This design comes from an exercise in tuning for small area and a short achievable clock period on the open sky130 flow, not from production work.
Only simulation tests tie the RTL to the original design; equivalence was not proved.
No activity file was given, so power comes from the tool's default toggle rates.

Design mac_array, start of the top module:
module mac_array (
    input  clk,
    input  rst_n,
    input  [3:0] enable,
    input  [3:0] clear_acc,
    input  [31:0] input_data,
    input  [31:0] weight,
    output [63:0] mac_out,
    output [63:0] activated_out,
    output [3:0] valid,
    output [3:0] overflow
);
    genvar i;
    generate
        for (i = 0; i < 4; i = i + 1) begin : mac_channels
            mac_unit mac_inst (
                .clk(clk),
                .rst_n(rst_n),
                .enable(enable[i]),
                .clear_acc(clear_acc[i]),
                .input_data(input_data[8*i+7:8*i]),
                .weight(weight[8*i+7:8*i]),
                .mac_out(mac_out[16*i+15:16*i]),
                .activated_out(activated_out[16*i+15:16*i]),
                .valid(valid[i]),
                .overflow(overflow[i])
            );
        end
    endgenerate
endmodule
==> flow/config.mk <==
export PLATFORM = sky130hd
export DESIGN_NAME = mac_array
export DESIGN_NICKNAME = mac_array
export VERILOG_FILES = /design/flow/design.v
export SDC_FILE = /design/flow/constraint.sdc
export NUM_CORES = 4
export LEC_CHECK = 0
export CAP_MARGIN = 20
export CORE_MARGIN = 2
export CORE_UTILIZATION = 40
export SETUP_SLACK_MARGIN = 3.0
export SLEW_MARGIN = 20
export SYNTH_HIERARCHICAL = 1
==> flow/constraint.sdc <==
create_clock -name core_clock -period 8.5 [get_ports {clk}]
set_input_delay 1.7000 -clock core_clock [delete_from_list [all_inputs] [get_ports {clk}]]
set_output_delay 1.7000 -clock core_clock [all_outputs]
set_load 0.01 [all_outputs]
standard.sh (not shown) runs the stock make flow with config.mk's settings and CLKGATE_MAP_FILE= SYNTH_SCRIPT=/design/flow/synth_recipe.tcl, a recipe that flattens the netlist after the stock synthesis.
==> flow/flow/run.sh <==
#!/bin/bash
# Standard layout, with the port buffers made from the smallest buffer cell
# instead of the resizer's default pick; timing repair upsizes them as needed.
cp standard.sh standard_sh.txt
export BUFFER_PORTS_ARGS="-buffer_cell sky130_fd_sc_hd__buf_1"
bash standard.sh > standard.log 2>&1
Change:
==> flow/flow/run.sh (replaced) <==
#!/bin/bash
# Layout flow: the standard ORFS flow with two changes.
#  1. Synthesis extracts full/half adder cells only inside the carry-save
#     cells (csa_fa, csa_ha); the other adders are left to ABC, so their
#     carry chains are not built from slow full-adder cells.  Registers are
#     untouched, so they match the standard synthesis.
#  2. The port buffers use the smallest buffer cell; timing repair upsizes
#     the ones on critical paths.
set -euo pipefail
HERE=$PWD
sed 's/^\(  extract_fa {\*}\[dont_use_extract_fa_args\]\)$/\1 csa_fa csa_ha/' \
  "$FLOW_HOME/scripts/synth.tcl" > "$HERE/synth_sel.tcl"
grep -q 'dont_use_extract_fa_args\] csa_fa csa_ha' "$HERE/synth_sel.tcl"
sed "s#^source \$::env(SCRIPTS_DIR)/synth.tcl\$#source $HERE/synth_sel.tcl#" \
  "$HERE/synth_recipe.tcl" > "$HERE/synth_recipe_sel.tcl"
grep -q "source $HERE/synth_sel.tcl" "$HERE/synth_recipe_sel.tcl"
export BUFFER_PORTS_ARGS="-buffer_cell sky130_fd_sc_hd__buf_1"
bash standard.sh SYNTH_SCRIPT="$HERE/synth_recipe_sel.tcl" finish > standard.log 2>&1
Settings changed: CTS_BUF_LIST from default to sky130_fd_sc_hd__clkbuf_4 sky130_fd_sc_hd__clkbuf_8, SETUP_SLACK_MARGIN 3.0 to 4.0.
=> Wire length increases by roughly a tenth. Area after synthesis increases by a few percent. Cell count increases by roughly a tenth. Sequential power increases by roughly a tenth. Worst setup slack gains 0.76 ns. Total power increases by about a fifth. Synthesized cell count increases by roughly a tenth. Combinational power increases by well over a third. Die area increases by a few percent. Via count increases by roughly a tenth. Cell area increases by roughly a tenth.
Change:
--- a/flow/flow/run.sh
+++ b/flow/flow/run.sh
@@ -17,2 +17,2 @@
 export BUFFER_PORTS_ARGS="-buffer_cell sky130_fd_sc_hd__buf_1"
-bash standard.sh SYNTH_SCRIPT="$HERE/synth_recipe_sel.tcl" finish > standard.log 2>&1
+bash standard.sh SYNTH_SCRIPT="$HERE/synth_recipe_sel.tcl" RECOVER_POWER=100 finish > standard.log 2>&1
This time the run ran to the end with violations: max-capacitance violations, max-slew violations.
Final cell count stays the same.
Via count rises slightly.
Area after synthesis stays the same.
Synthesized cell count does not change.
Wire length went up slightly.
Combinational power drops by roughly a tenth.
Power fell by a few percent.
Final area decreases by a few percent.
Setup slack gets worse by 1.2 ns.
Sequential power hardly moves.
Change:
==> flow/flow/run.sh (replaced) <==
#!/bin/bash
# Standard layout, with the port buffers made from the smallest buffer cell
# instead of the resizer's default pick; timing repair upsizes them as needed.
cp standard.sh standard_sh.txt
export BUFFER_PORTS_ARGS="-buffer_cell sky130_fd_sc_hd__buf_1"
bash standard.sh > standard.log 2>&1
Result: The changed run ran to the end with no violations. Sequential power is lower by about 9%. Core utilization rose by 2.4 points. Synthesized area is lower by 3.7%. Wire length goes down by 4.1%. Hold slack gets worse by 0.039 ns. Critical path depth does not change. Via count decreases by 9.4%. Maximum frequency went up by 17%. Worst setup slack improved by 0.85 ns. Clock skew climbs by 0.0065 ns.

========
## exp/fjord
mac_array, a different RTL version from the one above (not shown whole).
For scale: about 160 flip-flops, roughly 210 I/O pins, roughly 0.015 mm2 of cells after synthesis.
==> flow/config.mk <==
export PLATFORM = sky130hd
export DESIGN_NAME = mac_array
export DESIGN_NICKNAME = mac_array
export VERILOG_FILES = /design/flow/design.v
export SDC_FILE = /design/flow/constraint.sdc
export NUM_CORES = 4
export LEC_CHECK = 0
export CAP_MARGIN = 20
export CORE_MARGIN = 2
export CORE_UTILIZATION = 40
export CTS_BUF_LIST = sky130_fd_sc_hd__clkbuf_8
export CTS_CLUSTER_SIZE = 30
export SETUP_SLACK_MARGIN = 3.8
export SLEW_MARGIN = 20
export SYNTH_HIERARCHICAL = 1
==> flow/constraint.sdc <==
create_clock -name core_clock -period 8.5 [get_ports {clk}]
set_input_delay 1.7000 -clock core_clock [delete_from_list [all_inputs] [get_ports {clk}]]
set_output_delay 1.7000 -clock core_clock [all_outputs]
set_load 0.01 [all_outputs]
==> flow/flow/run.sh <==
#!/bin/bash
# Layout flow: the standard ORFS flow with two changes.
#  1. Synthesis extracts full/half adder cells only inside the carry-save
#     cells (csa_fa, csa_ha); the other adders are left to ABC, so their
#     carry chains are not built from slow full-adder cells.  Registers are
#     untouched, so they match the standard synthesis.
#  2. The port buffers use the smallest buffer cell; timing repair upsizes
#     the ones on critical paths.
set -euo pipefail
HERE=$PWD
sed 's/^\(  extract_fa {\*}\[dont_use_extract_fa_args\]\)$/\1 csa_fa csa_ha/' \
  "$FLOW_HOME/scripts/synth.tcl" > "$HERE/synth_sel.tcl"
grep -q 'dont_use_extract_fa_args\] csa_fa csa_ha' "$HERE/synth_sel.tcl"
sed "s#^source \$::env(SCRIPTS_DIR)/synth.tcl\$#source $HERE/synth_sel.tcl#" \
  "$HERE/synth_recipe.tcl" > "$HERE/synth_recipe_sel.tcl"
grep -q "source $HERE/synth_sel.tcl" "$HERE/synth_recipe_sel.tcl"
export BUFFER_PORTS_ARGS="-buffer_cell sky130_fd_sc_hd__buf_1"
bash standard.sh SYNTH_SCRIPT="$HERE/synth_recipe_sel.tcl" finish > standard.log 2>&1
[inputs] exp/onyx vs exp/fjord
- removing CTS_CLUSTER_SIZE (formerly 30)
- changing CTS_BUF_LIST from sky130_fd_sc_hd__clkbuf_8 to sky130_fd_sc_hd__clkbuf_4 sky130_fd_sc_hd__clkbuf_8
- changing SETUP_SLACK_MARGIN from 3.8 to 3.7
diff --git a/flow/flow/run.sh b/flow/flow/run.sh
--- a/flow/flow/run.sh
+++ b/flow/flow/run.sh
@@ -16,3 +16,3 @@
 grep -q "source $HERE/synth_sel.tcl" "$HERE/synth_recipe_sel.tcl"
-export BUFFER_PORTS_ARGS="-buffer_cell sky130_fd_sc_hd__buf_1"
+export BUFFER_PORTS_ARGS="-buffer_cell sky130_fd_sc_hd__buf_2"
 bash standard.sh SYNTH_SCRIPT="$HERE/synth_recipe_sel.tcl" finish > standard.log 2>&1
Notes after the runs:
exp/fjord and exp/onyx ended up with roughly the same combinational share of power.
Iteration-0 DRC count of the detailed router ends up lower on exp/onyx.
[exp/onyx] met2 usage rose 0.19 points relative to exp/fjord
Shortest clock period the worst path allows after layout: lower on exp/fjord
Diff exp/fjord -> exp/onyx: post-CTS resize count decreased 10, switching share of total power went down 2.3 points, total detailed-routing wirelength shows a reduction of about 1.2%.
The inputs of exp/zinc differ from those of exp/onyx as listed below.
- SETUP_SLACK_MARGIN changed from 3.7 to 3.8
diff --git a/flow/flow/run.sh b/flow/flow/run.sh
--- a/flow/flow/run.sh
+++ b/flow/flow/run.sh
@@ -16,3 +16,3 @@
 grep -q "source $HERE/synth_sel.tcl" "$HERE/synth_recipe_sel.tcl"
-export BUFFER_PORTS_ARGS="-buffer_cell sky130_fd_sc_hd__buf_2"
+export BUFFER_PORTS_ARGS="-buffer_cell sky130_fd_sc_hd__buf_1"
 bash standard.sh SYNTH_SCRIPT="$HERE/synth_recipe_sel.tcl" finish > standard.log 2>&1
- Comparing exp/onyx and exp/zinc, count of plain and timing-repair buffers in the layout is lower on exp/onyx.
- Compared with exp/onyx, exp/zinc shows a higher total wirelength of the detailed-routed design.
- From exp/onyx to exp/zinc the numbers moved as follows: switching share of power moved up; share of total power in combinational logic level; portion of total power attributed to the clock network moved down.
- Compared with exp/onyx, exp/zinc shows a pre-CTS setup slack that is 0.098 ns lower.
- Summary of exp/zinc over exp/onyx: placed cell count did not really move, time the worst path needs with I/O delays and setup went down, number of cells on the critical path went up, power went down.
For exp/violet, these inputs were changed with respect to exp/zinc:
- changing SETUP_SLACK_MARGIN from 3.8 to 4.2
Notes after the runs:
Smallest hold slack: exp/violet lower than exp/zinc. Diff exp/zinc -> exp/violet | area growth from synthesis to layout | increase of 18 points. Going from exp/zinc to exp/violet, the routed wire length was found to have gone up by about 14%. Delta (exp/violet minus exp/zinc): total number of tap cells closely matched the old numbers; global-route usage now sits higher; multi-input combinational cell area up 11%; biggest fanout along the worst timing path decreased by 9 relative to the old numbers; mean routed wirelength per cell saw an increase. Diff exp/violet..exp/zinc | number of slew-limit violations in the final report | unchanged. Diff exp/zinc and exp/violet: total power after layout lower in exp/zinc.

[what the ideal ports hide]
In the flow no input, the clock included, has a driving cell. The finished layouts below were timed again as built, in two steps.
Step 1 sets driving cells, clkbuf_16 on the clock port and buf_2 on the other inputs (assumed; they add their load-dependent delay and slew).
Step 2 moves the port delays by t, midway between the first and last clock arrival at a register: inputs arrive t later, outputs are due t later. That takes back most of the time a late clock gives input paths.
Three values: ideal, step 1, step 2; two values: the first two.
run | t, ns | setup slack, ns | worst slew at a driven data input, ns | cell pins on the clock port's net
the first run of note 1 | 0.479 | 3.225 / 3.179 / 3.527 | 0.04 | 1
the second run of note 1 | 0.535 | 3.984 / 3.936 / 3.600 | 0.04 | 1
the third run of note 1 | 0.536 | 2.765 / 2.718 / 2.378 | 0.04 | 1
the fourth run of note 1 | 0.524 | 3.613 / 3.563 / 3.620 | 0.05 | 1
exp/fjord | 0.526 | 3.920 / 3.871 / 3.440 | 0.04 | 1
exp/onyx | 0.530 | 3.882 / 3.834 / 3.369 | 0.05 | 1
exp/zinc | 0.526 | 3.920 / 3.871 / 3.440 | 0.04 | 1
exp/violet | 0.518 | 4.072 / 4.028 / 3.663 | 0.14 | 1
For exp/onyx, which loses most, drivers alone change the setup slack by -0.048 ns; drivers and shift together by -0.513 ns.
